This is an optimization exercise on Yosys and OpenROAD, whose aim is small area and a short achievable clock period, not a production implementation.

Design gte_mac123, start of the top module:
module gte_mac123 (
   input  wire               clk,
   input  wire               reset,
   input  wire               trigger,
   input  wire signed [31:0] mul1,
   input  wire signed [31:0] mul2,
   input  wire signed [44:0] add,
   input  wire               sub,
   input  wire               swap,
   input  wire               save_shifted,
   input  wire               use_ir,
   input  wire               ir_shift,
   input  wire               ir_shift_flag,
   input  wire               sat_ir,
   input  wire               sat_ir_flag,
   input  wire               use_result,
   output wire signed [31:0] mac_result,
   output reg                mac_writeback,
   output wire signed [15:0] ir_result,
   output reg                ir_writeback,
   output reg  signed [44:0] mac_last,
   output wire signed [31:0] mac_shifted,
   output wire               flag_mac_uf,
   output wire               flag_mac_of,
   output wire               flag_ir
);
==> flow/config.mk <==
export PLATFORM = sky130hd
export DESIGN_NAME = gte_mac123
export DESIGN_NICKNAME = gte_mac123
export VERILOG_FILES = /design/flow/design.v
export SDC_FILE = /design/flow/constraint.sdc
export NUM_CORES = 4
export LEC_CHECK = 0
export ABC_AREA = 1
export CAP_MARGIN = 20
export CORE_MARGIN = 2
export CORE_UTILIZATION = 40
export SLEW_MARGIN = 20
export SYNTH_HIERARCHICAL = 1
==> flow/constraint.sdc <==
create_clock -name core_clock -period 14.0 [get_ports {clk}]
set_input_delay 2.8000 -clock core_clock [delete_from_list [all_inputs] [get_ports {clk}]]
set_output_delay 2.8000 -clock core_clock [all_outputs]
set_load 0.01 [all_outputs]
standard.sh (not shown) runs the stock make flow with config.mk's settings and CLKGATE_MAP_FILE= SYNTH_SCRIPT=/design/flow/synth_recipe.tcl, a recipe that flattens the netlist after the stock synthesis.
==> flow/flow/run.sh <==
#!/bin/bash
# The standard layout (the standard.sh with its unchanged synthesis) with two
# changes to how the layout is made: the port buffers are plain buffers
# (sky130_fd_sc_hd__buf_1) instead of the delay cells buffer_ports picks by
# default, and ORFS's timing repair is asked for a setup margin past what the
# clock period needs. The clock and constraints are the design's.
# make's full output goes to make_finish.log in the work folder.
set -euo pipefail
here="$(cd "$(dirname "${BASH_SOURCE[0]}")/.." && pwd)"
cd "$here"
bash ./standard.sh "BUFFER_PORTS_ARGS=-buffer_cell sky130_fd_sc_hd__buf_1" \
  SETUP_SLACK_MARGIN=7.5 finish > make_finish.log 2>&1
The starting point passed the timing, DRC and antenna checks.
Edit:
--- a/flow/design.v
+++ b/flow/design.v
@@ -21,26 +21,24 @@
    output reg  signed [44:0] mac_last,
    output wire signed [31:0] mac_shifted,
    output wire               flag_mac_uf,
    output wire               flag_mac_of,
    output wire               flag_ir
 );
    wire [33:0] ybits = {mul2, 1'b0};
    wire [32:0] x = {mul1[31], mul1};
    wire [15:0] bone, btwo, bneg;
    genvar gj;
    generate for (gj = 0; gj < 16; gj = gj + 1) begin : benc
-      wire y0 = ybits[2*gj], y1 = ybits[2*gj+1], y2 = ybits[2*gj+2];
-      assign bone[gj] = y0 ^ y1;
-      assign btwo[gj] = (y2 & ~y1 & ~y0) | (~y2 & y1 & y0);
-      assign bneg[gj] = y2;
+      mac_benc u_enc (.y0(ybits[2*gj]), .y1(ybits[2*gj+1]), .y2(ybits[2*gj+2]),
+                      .one(bone[gj]), .two(btwo[gj]), .neg(bneg[gj]));
    end endgenerate
    wire [32:0] pp0 = (({33{bone[0]}} & x) | ({33{btwo[0]}} & {x[31:0], 1'b0})) ^ {33{bneg[0]}};
    wire [32:0] pp1 = (({33{bone[1]}} & x) | ({33{btwo[1]}} & {x[31:0], 1'b0})) ^ {33{bneg[1]}};
    wire [32:0] pp2 = (({33{bone[2]}} & x) | ({33{btwo[2]}} & {x[31:0], 1'b0})) ^ {33{bneg[2]}};
    wire [32:0] pp3 = (({33{bone[3]}} & x) | ({33{btwo[3]}} & {x[31:0], 1'b0})) ^ {33{bneg[3]}};
    wire [32:0] pp4 = (({33{bone[4]}} & x) | ({33{btwo[4]}} & {x[31:0], 1'b0})) ^ {33{bneg[4]}};
    wire [32:0] pp5 = (({33{bone[5]}} & x) | ({33{btwo[5]}} & {x[31:0], 1'b0})) ^ {33{bneg[5]}};
    wire [32:0] pp6 = (({33{bone[6]}} & x) | ({33{btwo[6]}} & {x[31:0], 1'b0})) ^ {33{bneg[6]}};
    wire [32:0] pp7 = (({33{bone[7]}} & x) | ({33{btwo[7]}} & {x[31:0], 1'b0})) ^ {33{bneg[7]}};
    wire [32:0] pp8 = (({33{bone[8]}} & x) | ({33{btwo[8]}} & {x[31:0], 1'b0})) ^ {33{bneg[8]}};
    wire [32:0] pp9 = (({33{bone[9]}} & x) | ({33{btwo[9]}} & {x[31:0], 1'b0})) ^ {33{bneg[9]}};
@@ -1204,19 +1202,25 @@
    wire lo_neg = R[31], hi_neg = R[43];
    wire        v_neg  = IRshift_1 ? hi_neg : lo_neg;
    wire        v_big  = IRshift_1 ? hi_big : lo_big;
    wire [15:0] v_low  = IRshift_1 ? R[27:12] : R[15:0];
    assign ir_result = ~ir_writeback ? 16'h0000 :
                       (satIR_1 & v_neg)  ? 16'h0000 :
                       v_big ? (v_neg ? 16'h8000 : 16'h7FFF) : v_low;
    wire        w_neg  = IRshiftFlag_1 ? hi_neg : lo_neg;
    wire        w_big  = IRshiftFlag_1 ? hi_big : lo_big;
    assign flag_ir = ir_writeback & ((satIRFlag_1 & w_neg) | w_big);
 endmodule
+module mac_benc (input wire y0, input wire y1, input wire y2,
+                 output wire one, output wire two, output wire neg);
+   assign one = y0 ^ y1;
+   assign two = (y2 & ~y1 & ~y0) | (~y2 & y1 & y0);
+   assign neg = y2;
+endmodule
 module mac_fa (input wire a, input wire b, input wire c, output wire s, output wire co);
    assign s  = a ^ b ^ c;
    assign co = (a & b) | (a & c) | (b & c);
 endmodule
 module mac_ha (input wire a, input wire b, output wire s, output wire co);
    assign s  = a ^ b;
    assign co = a & b;
 endmodule
Result: Clock skew hardly moves. Via count hardly moves. Global-route usage decreases by 1.5 points. Hold slack gains 3.2 ps. Count of clock-buffer cells in the layout decreases by 2.
No run of this note included a check of the RTL's function; only the layout flow was run.

what the ideal ports hide:
The results above use ideal ports. As a check the final layouts listed here were re-extracted and re-timed, cells and wires unchanged. Step 1 sets driving cells, clkbuf_16 on the clock port and buf_2 on the other inputs (assumed; they add their load-dependent delay and slew). Step 2, shift: input delay + t, output delay - t, t = (earliest + latest rising clock arrival at the registers) / 2. This alone moves slack from input paths to output paths. Three values: ideal ports, drivers, drivers and shift; two values: the first two.
run	t, ns	slack for setup (ns)	worst data-port slew with drivers (ns)
the first run	0.544	7.460 / 7.398 / 6.996	0.13
the second run	0.548	7.396 / 7.333 / 6.936	0.10
After both steps every run listed still meets setup and hold. The setup slack of the first run, which loses most, moves by -0.062 ns with the drivers and by -0.464 ns with both steps.
